Background: an optimization exercise with open tools, aiming at small area, a short achievable clock period and few clock cycles. Do not read the settings as production practice.
Where RTL was checked, it was by simulation tests only, not by an equivalence proof against the original.
No activity file was given, so power comes from the tool's default toggle rates.

// gpio_top
module gpio_top(
	wb_clk_i, wb_rst_i, wb_cyc_i, wb_adr_i, wb_dat_i, wb_sel_i, wb_we_i, wb_stb_i,
	wb_dat_o, wb_ack_o, wb_err_o, wb_inta_o,
	aux_i,
	ext_pad_i, ext_pad_o, ext_padoe_o,
	clk_pad_i
);
clock: 5.0 ns
lec_check: 0
cap_margin: 20
core_margin: 2
core_utilization: 40
place_density: 0.6
setup_slack_margin: 2.0
slew_margin: 20
standard.sh (not shown) runs the stock make flow with config.mk's settings and CLKGATE_MAP_FILE= SYNTH_SCRIPT=/design/flow/synth_recipe.tcl, a recipe that flattens the netlist after the stock synthesis.
==> flow/flow/run.sh <==
#!/bin/bash
cp standard.sh standard_sh.txt
export BUFFER_PORTS_ARGS="-buffer_cell sky130_fd_sc_hd__buf_1"
bash standard.sh > standard.log 2>&1
The baseline finished with timing, DRC and antenna clean.
Next try:
- CTS_BUF_LIST: default -> sky130_fd_sc_hd__clkbuf_4 sky130_fd_sc_hd__clkbuf_8
Register-to-register slack improved by 40 ps. Area after synthesis is unchanged. Clock skew increases by 20 ps. Design area decreases by 1.3%. Clock power decreases by 16%. Hold slack got worse by 8.4 ps. Via count increases by 0.37%. Final cell count increases by 2.0%. Power decreases by 7.8%. Sequential power hardly moves. Core utilization decreases by 0.67 points.
No functional check of the RTL was part of any run of this note.

Another version of the RTL of gpio_top (not shown whole).
For scale: roughly 18000 um2 of cells after synthesis.
Settings: LEC_CHECK=0, CAP_MARGIN=20, CORE_MARGIN=2, CORE_UTILIZATION=40, CTS_CLUSTER_DIAMETER=80, CTS_CLUSTER_SIZE=24, PLACE_DENSITY=0.6, SETUP_SLACK_MARGIN=2.0, SLEW_MARGIN=20, SYNTH_HIERARCHICAL=1, SYNTH_MINIMUM_KEEP_SIZE=0; clock period 5.0 ns.
==> flow/flow/run.sh <==
#!/bin/bash
# The standard layout (standard.sh, its synthesis unchanged), with:
#  - every port buffered by a small buf cell instead of the default delay
#    buffer;
#  - more antenna repair iterations after detailed routing;
#  - a check of the finished layout for antenna violations; if any remain,
#    the layout is made again with the placement density lower bound
#    nudged, at most three times in all.
# Each attempt's tool output goes to standard_N.log, each check's to
# check_N.log.
export BUFFER_PORTS_ARGS="-buffer_cell sky130_fd_sc_hd__buf_1"
export MAX_REPAIR_ANTENNAS_ITER_DRT=10
export CTS_ARGS="-sink_clustering_enable -repair_clock_nets -sink_clustering_size 24 -sink_clustering_max_diameter 80 -dont_use_dummy_load"
RES=orfs/results/sky130hd/gpio_top/base/6_final.odb
cat > check_antennas.tcl <<EOT
read_db $RES
set n [check_antennas]
puts "ANTENNA_VIOLATIONS \$n"
EOT
addons=(0 0.2 0.3)
for n in 1 2 3; do
  if [[ $n -gt 1 ]]; then
    rm -rf orfs out/final.def
    mkdir -p out
    export PLACE_DENSITY_LB_ADDON=${addons[$((n-1))]}
  fi
  bash standard.sh > standard_$n.log 2>&1
  status=$?
  if [[ $status -eq 0 && -f out/final.def && -f $RES ]]; then
    openroad -no_init -exit check_antennas.tcl > check_$n.log 2>&1
    if grep -q '^ANTENNA_VIOLATIONS 0$' check_$n.log; then
      exit 0
    fi
  fi
done
exit 0
Testbench counts at the start, summed over its fixed seeds: cycles 24,000.
Change:
--- a/flow/flow/run.sh
+++ b/flow/flow/run.sh
@@ -4,2 +4,4 @@
 #    buffer;
+#  - clock tree synthesis with clkbuf_8 buffers, sink clusters of at most
+#    16 flip-flops, and no dummy loads;
 #  - more antenna repair iterations after detailed routing;
@@ -12,3 +14,3 @@
 export MAX_REPAIR_ANTENNAS_ITER_DRT=10
-export CTS_ARGS="-sink_clustering_enable -repair_clock_nets -sink_clustering_size 24 -sink_clustering_max_diameter 80 -dont_use_dummy_load"
+export CTS_ARGS="-sink_clustering_enable -repair_clock_nets -sink_clustering_size 16 -sink_clustering_max_diameter 60 -dont_use_dummy_load -buf_list sky130_fd_sc_hd__clkbuf_8"
 RES=orfs/results/sky130hd/gpio_top/base/6_final.odb
Effect: Area after synthesis does not change; global-route usage increases by 0.27 points; total power is lower by a few percent; wire length climbs slightly; clock skew climbs by 45 ps; via count is higher slightly; die area does not change; synthesized cell count does not change.
Change:
==> flow/flow/run.sh (replaced) <==
#!/bin/bash
cp standard.sh standard_sh.txt
export BUFFER_PORTS_ARGS="-buffer_cell sky130_fd_sc_hd__buf_1"
bash standard.sh > standard.log 2>&1
Clock skew came out lower by 58 ps. Area after synthesis does not change. Wire length is about the same. Final area came out higher by 2.4%. Total power came out higher by 10%. Combinational power came out higher by about 2%. Critical path depth is unchanged.
Change:
==> flow/flow/run.sh (replaced) <==
#!/bin/bash
# The standard layout (standard.sh, its synthesis unchanged), with:
#  - every port buffered by a small buf cell instead of the default delay
#    buffer;
#  - clock tree synthesis with clkbuf_8 buffers, sink clusters of at most
#    16 flip-flops, and no dummy loads;
#  - more antenna repair iterations after detailed routing;
#  - a check of the finished layout for antenna violations; if any remain,
#    the layout is made again with the placement density lower bound
#    nudged, at most three times in all.
# Each attempt's tool output goes to standard_N.log, each check's to
# check_N.log.
export BUFFER_PORTS_ARGS="-buffer_cell sky130_fd_sc_hd__buf_1"
export MAX_REPAIR_ANTENNAS_ITER_DRT=10
export CTS_ARGS="-sink_clustering_enable -repair_clock_nets -sink_clustering_size 16 -sink_clustering_max_diameter 60 -dont_use_dummy_load -buf_list sky130_fd_sc_hd__clkbuf_8"
RES=orfs/results/sky130hd/gpio_top/base/6_final.odb
cat > check_antennas.tcl <<EOT
read_db $RES
set n [check_antennas]
puts "ANTENNA_VIOLATIONS \$n"
EOT
addons=(0 0.2 0.3)
for n in 1 2 3; do
  if [[ $n -gt 1 ]]; then
    rm -rf orfs out/final.def
    mkdir -p out
    export PLACE_DENSITY_LB_ADDON=${addons[$((n-1))]}
  fi
  bash standard.sh > standard_$n.log 2>&1
  status=$?
  if [[ $status -eq 0 && -f out/final.def && -f $RES ]]; then
    openroad -no_init -exit check_antennas.tcl > check_$n.log 2>&1
    if grep -q '^ANTENNA_VIOLATIONS 0$' check_$n.log; then
      exit 0
    fi
  fi
done
exit 0
- CORE_UTILIZATION: 40 -> 50
- CTS_CLUSTER_DIAMETER: 80 -> unset
- CTS_CLUSTER_SIZE: 24 -> unset
- PLACE_DENSITY: 0.6 -> 0.65
Effect:
- The new run produced a clean layout
- area after synthesis is unchanged
- design area is lower by 2.5%
- sequential share of layout area is higher by 1.3 points
- critical path depth does not change
- wire length is lower by 2.6%
- global-route usage is higher by 5.1 points
- count of clock-buffer cells in the layout is higher by 11
- power is lower by 9.3%
- clock power is lower by 25%
Change:
- CORE_UTILIZATION: 50 -> 40
- CTS_CLUSTER_DIAMETER: unset -> 80
- CTS_CLUSTER_SIZE: unset -> 24
- PLACE_DENSITY: 0.65 -> 0.6
- SETUP_SLACK_MARGIN: 2.0 -> 1.65
The new run finished with timing, DRC and antenna clean.
Total power increases slightly.
Design area rises slightly.
Synthesized area does not change.
Worst setup slack gets worse by 30 ps.
Die area rose by a quarter to a third.
Sequential power stays flat.

## run 1
gpio_top, a different RTL version from the one above (not shown whole).
Size: roughly 18000 sq um of cells after synthesis.
==> flow/config.mk <==
export PLATFORM = sky130hd
export DESIGN_NAME = gpio_top
export DESIGN_NICKNAME = gpio_top
export VERILOG_FILES = /design/flow/design.v
export SDC_FILE = /design/flow/constraint.sdc
export NUM_CORES = 4
export LEC_CHECK = 0
export CAP_MARGIN = 20
export CORE_MARGIN = 2
export CORE_UTILIZATION = 40
export PLACE_DENSITY = 0.6
export SETUP_SLACK_MARGIN = 2.5
export SLEW_MARGIN = 20
export SYNTH_HIERARCHICAL = 1
export SYNTH_MINIMUM_KEEP_SIZE = 0
==> flow/constraint.sdc <==
create_clock -name core_clock -period 5.0 [get_ports {wb_clk_i}]
set_input_delay 1.0000 -clock core_clock [delete_from_list [all_inputs] [get_ports {wb_clk_i}]]
set_output_delay 1.0000 -clock core_clock [all_outputs]
set_load 0.01 [all_outputs]
==> flow/flow/run.sh <==
#!/bin/bash
cp standard.sh standard_sh.txt
export BUFFER_PORTS_ARGS="-buffer_cell sky130_fd_sc_hd__buf_1"
bash standard.sh > standard.log 2>&1
Run 1 ran to completion and came out clean on the timing, DRC and antenna checks.
Testbench counts of run 1, summed over its fixed seeds: cycles 24,000.
Edits applied to the flow inputs when going from run 1 to run 2:
Settings: SETUP_SLACK_MARGIN: 2.5 -> 2.0; CTS_CLUSTER_DIAMETER: unset -> 80; CTS_CLUSTER_SIZE: unset -> 24.
==> run notes <==
Sequential share of cell area on run 2 is up relative to run 1. | combinational gate power | run 2 vs run 1 | about 5.5% lower |. Summary of the comparison: final critical path time including I/O delays and setup is lower in run 2, relative to run 1. Between run 2 and run 1, it is run 2 whose clock power share is lower, by 7.9 points. Run 1 has a higher final routed wirelength across all metal layers than run 2. Across run 1 and run 2, a clean result was obtained everywhere but in run 2.
## Diff of input files: run 3 against run 2
Settings: removing CTS_CLUSTER_SIZE (formerly 24); removing CTS_CLUSTER_DIAMETER (formerly 80).
## What came out
Run 3 did not stop at any stage, and its layout met the timing, DRC and antenna checks. Run 3 reports a higher number of global-route vias before repair than run 2 does. The headroom to the max-slew limit reported for run 3 is greater than that of run 2 by 2.0 points. Between run 2 and run 3, area added between synthesis and finish increased. As far as worst hold path cell count goes, run 3 and run 2 are indistinguishable; the numbers are identical. Largest stage delay on the critical path, run 2 and run 3, higher one = run 2. Re final cycle utilization of the critical path: run 2 and run 3 aren't equal, and the lower value belongs to run 2. Higher post-detailed-routing wire length was reported by run 3, not run 2. | routed wire length on met3 | lower: run 2 |.
Edits applied to the flow inputs when going from run 3 to run 4:
-- flow/flow/run.sh --
<<< run 3, line 2
cp standard.sh standard_sh.txt
>>> run 4, line 2
<<< run 3, line 4
>>> run 4, line 3
export CTS_ARGS="-sink_clustering_enable -repair_clock_nets -sink_clustering_size 24 -sink_clustering_max_diameter 80 -dont_use_dummy_load"
==> run notes <==
- The final layout from run 3, which completed every stage, passed the timing, DRC and antenna checks at the end of the flow.
- The layout from run 4, despite a flow that completed every stage, fails the layout checks, with the failing checks listed as antenna rules.
- Shortest period the worst path allows (higher): run 4
- Row power: run 4 lower / run 3 higher
- Going from run 3 to run 4, count of clock-net buffers in the final layout shrank by more than half.
- Comparing run 3 and run 4, slew of the pin with the lowest slew margin is lower on run 3.
- Compared run 3 against run 4; global routing usage on met1 within noise.
- Run 4 ends up with higher combinational power share than run 3 does.
- Run 4 reports a lower via count than run 3 does.
- Compared with run 3, in run 4 setup slack lower; reported leakage power went down.
- Non-clock buffer count delta for run 4 relative to run 3: 2 higher

gpio_top, a different RTL version from the one above (not shown whole).
Size: roughly 210 I/O pins.
Settings: LEC_CHECK=0, CAP_MARGIN=20, CORE_MARGIN=2, CORE_UTILIZATION=40, PLACE_DENSITY=0.6, SETUP_SLACK_MARGIN=2.0, SLEW_MARGIN=20, SYNTH_HIERARCHICAL=1, SYNTH_MINIMUM_KEEP_SIZE=0; clock period 5.0 ns.
==> flow/flow/run.sh <==
#!/bin/bash
cp standard.sh standard_sh.txt
export BUFFER_PORTS_ARGS="-buffer_cell sky130_fd_sc_hd__buf_1"
bash standard.sh > standard.log 2>&1
Next try:
--- a/flow/config.mk
+++ b/flow/config.mk
@@ -9,4 +9,6 @@
 export CORE_MARGIN = 2
 export CORE_UTILIZATION = 40
+export CTS_BUF_LIST = sky130_fd_sc_hd__clkbuf_8
+export CTS_CLUSTER_SIZE = 20
 export PLACE_DENSITY = 0.6
 export SETUP_SLACK_MARGIN = 2.0
After rerunning: Final cell count grows by 1.7%. Power shrinks by about 5.4%. Global-route usage grows by 0.21 points. Sequential share of layout area grows by 0.57 points. Flip-flop and latch count does not change. Worst hold slack hardly moves. Die area is unchanged. Non-clock buffer count shrinks by 4.
Function was not checked in any run of this note: the RTL went through the layout flow alone.

== lagoon ==
The RTL this note starts from:
==> flow/design.v <==
module gpio_top(
	wb_clk_i, wb_rst_i, wb_cyc_i, wb_adr_i, wb_dat_i, wb_sel_i, wb_we_i, wb_stb_i,
	wb_dat_o, wb_ack_o, wb_err_o, wb_inta_o,
	aux_i,
	ext_pad_i, ext_pad_o, ext_padoe_o,
	clk_pad_i
);
parameter dw = 32;
parameter aw = 8;
parameter gw = 32;
input             wb_clk_i;
input             wb_rst_i;
input             wb_cyc_i;
input   [aw-1:0]  wb_adr_i;
input   [dw-1:0]  wb_dat_i;
input   [3:0]     wb_sel_i;
input             wb_we_i;
input             wb_stb_i;
output  [dw-1:0]  wb_dat_o;
output            wb_ack_o;
output            wb_err_o;
output            wb_inta_o;
input   [gw-1:0]  aux_i;
input   [gw-1:0]  ext_pad_i;
input             clk_pad_i;
output  [gw-1:0]  ext_pad_o;
output  [gw-1:0]  ext_padoe_o;
reg  [gw-1:0] rgpio_in;
reg  [gw-1:0] rgpio_out;
reg  [gw-1:0] rgpio_oe;
reg  [gw-1:0] rgpio_inte;
reg  [gw-1:0] rgpio_ptrig;
reg  [gw-1:0] rgpio_aux;
reg  [1:0]    rgpio_ctrl;
reg  [gw-1:0] rgpio_ints;
reg  [gw-1:0] rgpio_eclk;
reg  [gw-1:0] rgpio_nec;
reg  [gw-1:0] sync, ext_pad_s;
reg  [gw-1:0] pextc_sampled;
reg           sync_clk, clk_s, clk_r;
reg           wb_inta_o;
reg  [gw-1:0] ext_pad_o;
wire       req    = wb_cyc_i & wb_stb_i;
wire       valid  = (wb_adr_i[7:6] == 2'b00) & (wb_adr_i[1:0] == 2'b00);
wire [3:0] ofs    = wb_adr_i[5:2];
wire       wr     = req & wb_we_i & valid;
assign wb_ack_o = req & valid & ~wb_rst_i;
assign wb_err_o = req & ~valid & ~wb_rst_i;
wire wr_out   = wr & (ofs == 4'h1);
wire wr_oe    = wr & (ofs == 4'h2);
wire wr_inte  = wr & (ofs == 4'h3);
wire wr_ptrig = wr & (ofs == 4'h4);
wire wr_aux   = wr & (ofs == 4'h5);
wire wr_ctrl  = wr & (ofs == 4'h6);
wire wr_ints  = wr & (ofs == 4'h7);
wire wr_eclk  = wr & (ofs == 4'h8);
wire wr_nec   = wr & (ofs == 4'h9);
function [gw-1:0] bytewr;
	input [gw-1:0] old;
	input [dw-1:0] d;
	input [3:0]    s;
	begin
		bytewr[31:24] = s[3] ? d[31:24] : old[31:24];
		bytewr[23:16] = s[2] ? d[23:16] : old[23:16];
		bytewr[15:8]  = s[1] ? d[15:8]  : old[15:8];
		bytewr[7:0]   = s[0] ? d[7:0]   : old[7:0];
	end
endfunction
always @(posedge wb_clk_i or posedge wb_rst_i)
	if (wb_rst_i) begin
		rgpio_out   <= {gw{1'b0}};
		rgpio_oe    <= {gw{1'b0}};
		rgpio_inte  <= {gw{1'b0}};
		rgpio_ptrig <= {gw{1'b0}};
		rgpio_aux   <= {gw{1'b0}};
		rgpio_eclk  <= {gw{1'b0}};
		rgpio_nec   <= {gw{1'b0}};
	end else begin
		if (wr_out)   rgpio_out   <= bytewr(rgpio_out,   wb_dat_i, wb_sel_i);
		if (wr_oe)    rgpio_oe    <= bytewr(rgpio_oe,    wb_dat_i, wb_sel_i);
		if (wr_inte)  rgpio_inte  <= bytewr(rgpio_inte,  wb_dat_i, wb_sel_i);
		if (wr_ptrig) rgpio_ptrig <= bytewr(rgpio_ptrig, wb_dat_i, wb_sel_i);
		if (wr_aux)   rgpio_aux   <= bytewr(rgpio_aux,   wb_dat_i, wb_sel_i);
		if (wr_eclk)  rgpio_eclk  <= bytewr(rgpio_eclk,  wb_dat_i, wb_sel_i);
		if (wr_nec)   rgpio_nec   <= bytewr(rgpio_nec,   wb_dat_i, wb_sel_i);
	end
always @(posedge wb_clk_i or posedge wb_rst_i)
	if (wb_rst_i)
		rgpio_ctrl <= 2'b0;
	else if (wr_ctrl)
		rgpio_ctrl <= wb_dat_i[1:0];
	else if (rgpio_ctrl[0])
		rgpio_ctrl[1] <= rgpio_ctrl[1] | wb_inta_o;
always @(posedge wb_clk_i or posedge wb_rst_i)
	if (wb_rst_i) begin
		sync      <= {gw{1'b0}};
		ext_pad_s <= {gw{1'b0}};
		sync_clk  <= 1'b0;
		clk_s     <= 1'b0;
		clk_r     <= 1'b0;
	end else begin
		sync      <= ext_pad_i;
		ext_pad_s <= sync;
		sync_clk  <= clk_pad_i;
		clk_s     <= sync_clk;
		clk_r     <= clk_s;
	end
wire          pedge   = clk_s & ~clk_r;
wire          nedge   = ~clk_s & clk_r;
wire [gw-1:0] in_lach = (~rgpio_nec & {gw{pedge}}) | (rgpio_nec & {gw{nedge}});
wire [gw-1:0] extc_in = (in_lach & ext_pad_s) | (~in_lach & pextc_sampled);
wire [gw-1:0] in_muxed = (rgpio_eclk & pextc_sampled) | (~rgpio_eclk & ext_pad_s);
always @(posedge wb_clk_i or posedge wb_rst_i)
	if (wb_rst_i) begin
		pextc_sampled <= {gw{1'b0}};
		rgpio_in      <= {gw{1'b0}};
	end else begin
		pextc_sampled <= extc_in;
		rgpio_in      <= in_muxed;
	end
always @(posedge wb_clk_i or posedge wb_rst_i)
	if (wb_rst_i)
		rgpio_ints <= {gw{1'b0}};
	else if (wr_ints)
		rgpio_ints <= wb_dat_i;
	else if (rgpio_ctrl[0])
		rgpio_ints <= rgpio_ints | (((in_muxed ^ rgpio_in) & ~(in_muxed ^ rgpio_ptrig)) & rgpio_inte);
always @(posedge wb_clk_i or posedge wb_rst_i)
	if (wb_rst_i)
		wb_inta_o <= 1'b0;
	else
		wb_inta_o <= (|rgpio_ints) & rgpio_ctrl[0];
assign ext_padoe_o = rgpio_oe;
always @(posedge wb_clk_i or posedge wb_rst_i)
	if (wb_rst_i)
		ext_pad_o <= {gw{1'b0}};
	else
		ext_pad_o <= (rgpio_out & ~rgpio_aux) | (aux_i & rgpio_aux);
reg [dw-1:0] rdat;
always @(*)
	case (ofs)
		4'h1:    rdat = rgpio_out;
		4'h2:    rdat = rgpio_oe;
		4'h3:    rdat = rgpio_inte;
		4'h4:    rdat = rgpio_ptrig;
		4'h5:    rdat = rgpio_aux;
		4'h6:    rdat = {{dw-2{1'b0}}, rgpio_ctrl};
		4'h7:    rdat = rgpio_ints;
		4'h8:    rdat = rgpio_eclk;
		4'h9:    rdat = rgpio_nec;
		default: rdat = rgpio_in;
	endcase
assign wb_dat_o = rdat;
endmodule
clock: 5.0 ns
lec_check: 0
cap_margin: 20
core_margin: 2
core_utilization: 40
place_density: 0.6
slew_margin: 20
run.sh (not shown) runs the stock make flow with config.mk's settings and CLKGATE_MAP_FILE= SYNTH_SCRIPT=/design/flow/synth_recipe.tcl, a recipe that flattens the netlist after the stock synthesis.
Stock flow here: none of the scripts above is used.
Looking at the reports, lagoon completed the entire flow and the layout it produced met the timing, DRC and antenna checks.
Testbench counts of lagoon, summed over its fixed seeds: cycles 24,000.
#### Input delta (pepper over lagoon)
Settings: an added SETUP_SLACK_MARGIN of 2.0.
Having completed the whole flow, pepper delivered a layout that passed the timing, DRC and antenna checks. lagoon completed; timing, DRC and antenna clean. Compared to lagoon, the routing of pepper uses more wire. pepper ended with less maximum single-stage delay on the critical path than lagoon. Measured against each other, pepper and lagoon differ in total power, the higher figure coming from pepper. Setup slack: pepper more than lagoon. pepper vs. lagoon: arrival time reported for the critical path endpoint fell 1.00 ns, non-clock buffer count picked up an extra 30%, fraction of power consumed by combinational cells climbed 0.8 points, timing-limited maximum frequency has increased. Taking lagoon as the reference, in pepper detailed router's first-iteration violation count increased 122, first-pass GRT wire length picked up an extra 5.3 mm.
--- input diff pepper..juniper ---
Settings: SETUP_SLACK_MARGIN: 2.0 -> 1.0.
[summary]
- juniper vs pepper on area overhead of the layout relative to synthesis: juniper is the lower one.
- Compared with pepper, juniper instantiates a smaller number of standard cells.
- Fraction of power consumed by the clock network | juniper below pepper
- pepper has lower sequential cell area share than juniper.
- Compare juniper and pepper | initial antenna violation count higher: juniper
- Compared with pepper, juniper improves leakage power.
- Against pepper, maximum clock frequency in juniper fell by a little under 10%.
- Against pepper as the reference, juniper delivers a lower clock tree buffer count of the final layout.

re-timing with driven ports:
In the flow no input, the clock included, has a driving cell. The finished layouts below were timed again as built, in two steps.
Step 1: set_driving_cell puts a clkbuf_16 on wb_clk_i and a buf_2 on each other input, an assumption about the parent block.
Step 2, shift: input delay + t, output delay - t, t = (earliest + latest rising clock arrival at the registers) / 2. This alone moves slack from input paths to output paths.
a / b / c = ideal / step 1 / step 2; a / b = the first two.
run	t (ns)	setup WS [ns]	worst register clock-pin slew, ns
the first run of note 1	0.630	1.736 / 1.525 / 1.382	0.07 / 0.07
the second run of note 1	0.675	1.586 / 1.527 / 1.474	0.06 / 0.06
the first run of note 2	0.606	1.588 / 1.493 / 1.456	0.10 / 0.10
the second run of note 2	0.649	1.607 / 1.498 / 1.388	0.10 / 0.10
the third run of note 2	0.612	1.595 / 1.490 / 1.443	0.10 / 0.10
the fourth run of note 2	0.605	1.606 / 1.541 / 1.501	0.11 / 0.11
the fifth run of note 2	0.666	1.576 / 1.525 / 1.335	0.11 / 0.11
run 1	0.639	1.501 / 1.356 / 1.356	0.07 / 0.07
run 2	0.627	1.600 / 1.490 / 1.467	0.10 / 0.10
run 3	0.627	1.570 / 1.465 / 1.252	0.06 / 0.06
run 4	0.621	1.547 / 1.399 / 1.399	0.10 / 0.10
the first run of note 4	0.619	1.531 / 1.409 / 1.409	0.06 / 0.06
the second run of note 4	0.692	1.449 / 1.317 / 1.317	0.06 / 0.06
lagoon	0.631	0.382 / 0.356 / 0.356	0.06 / 0.06
pepper	0.631	1.384 / 1.343 / 1.343	0.06 / 0.06
juniper	0.635	1.050 / 1.021 / 1.021	0.06 / 0.06
The setup slack of the first run of note 1, which loses most, moves by -0.211 ns with the drivers and by -0.354 ns with both steps.
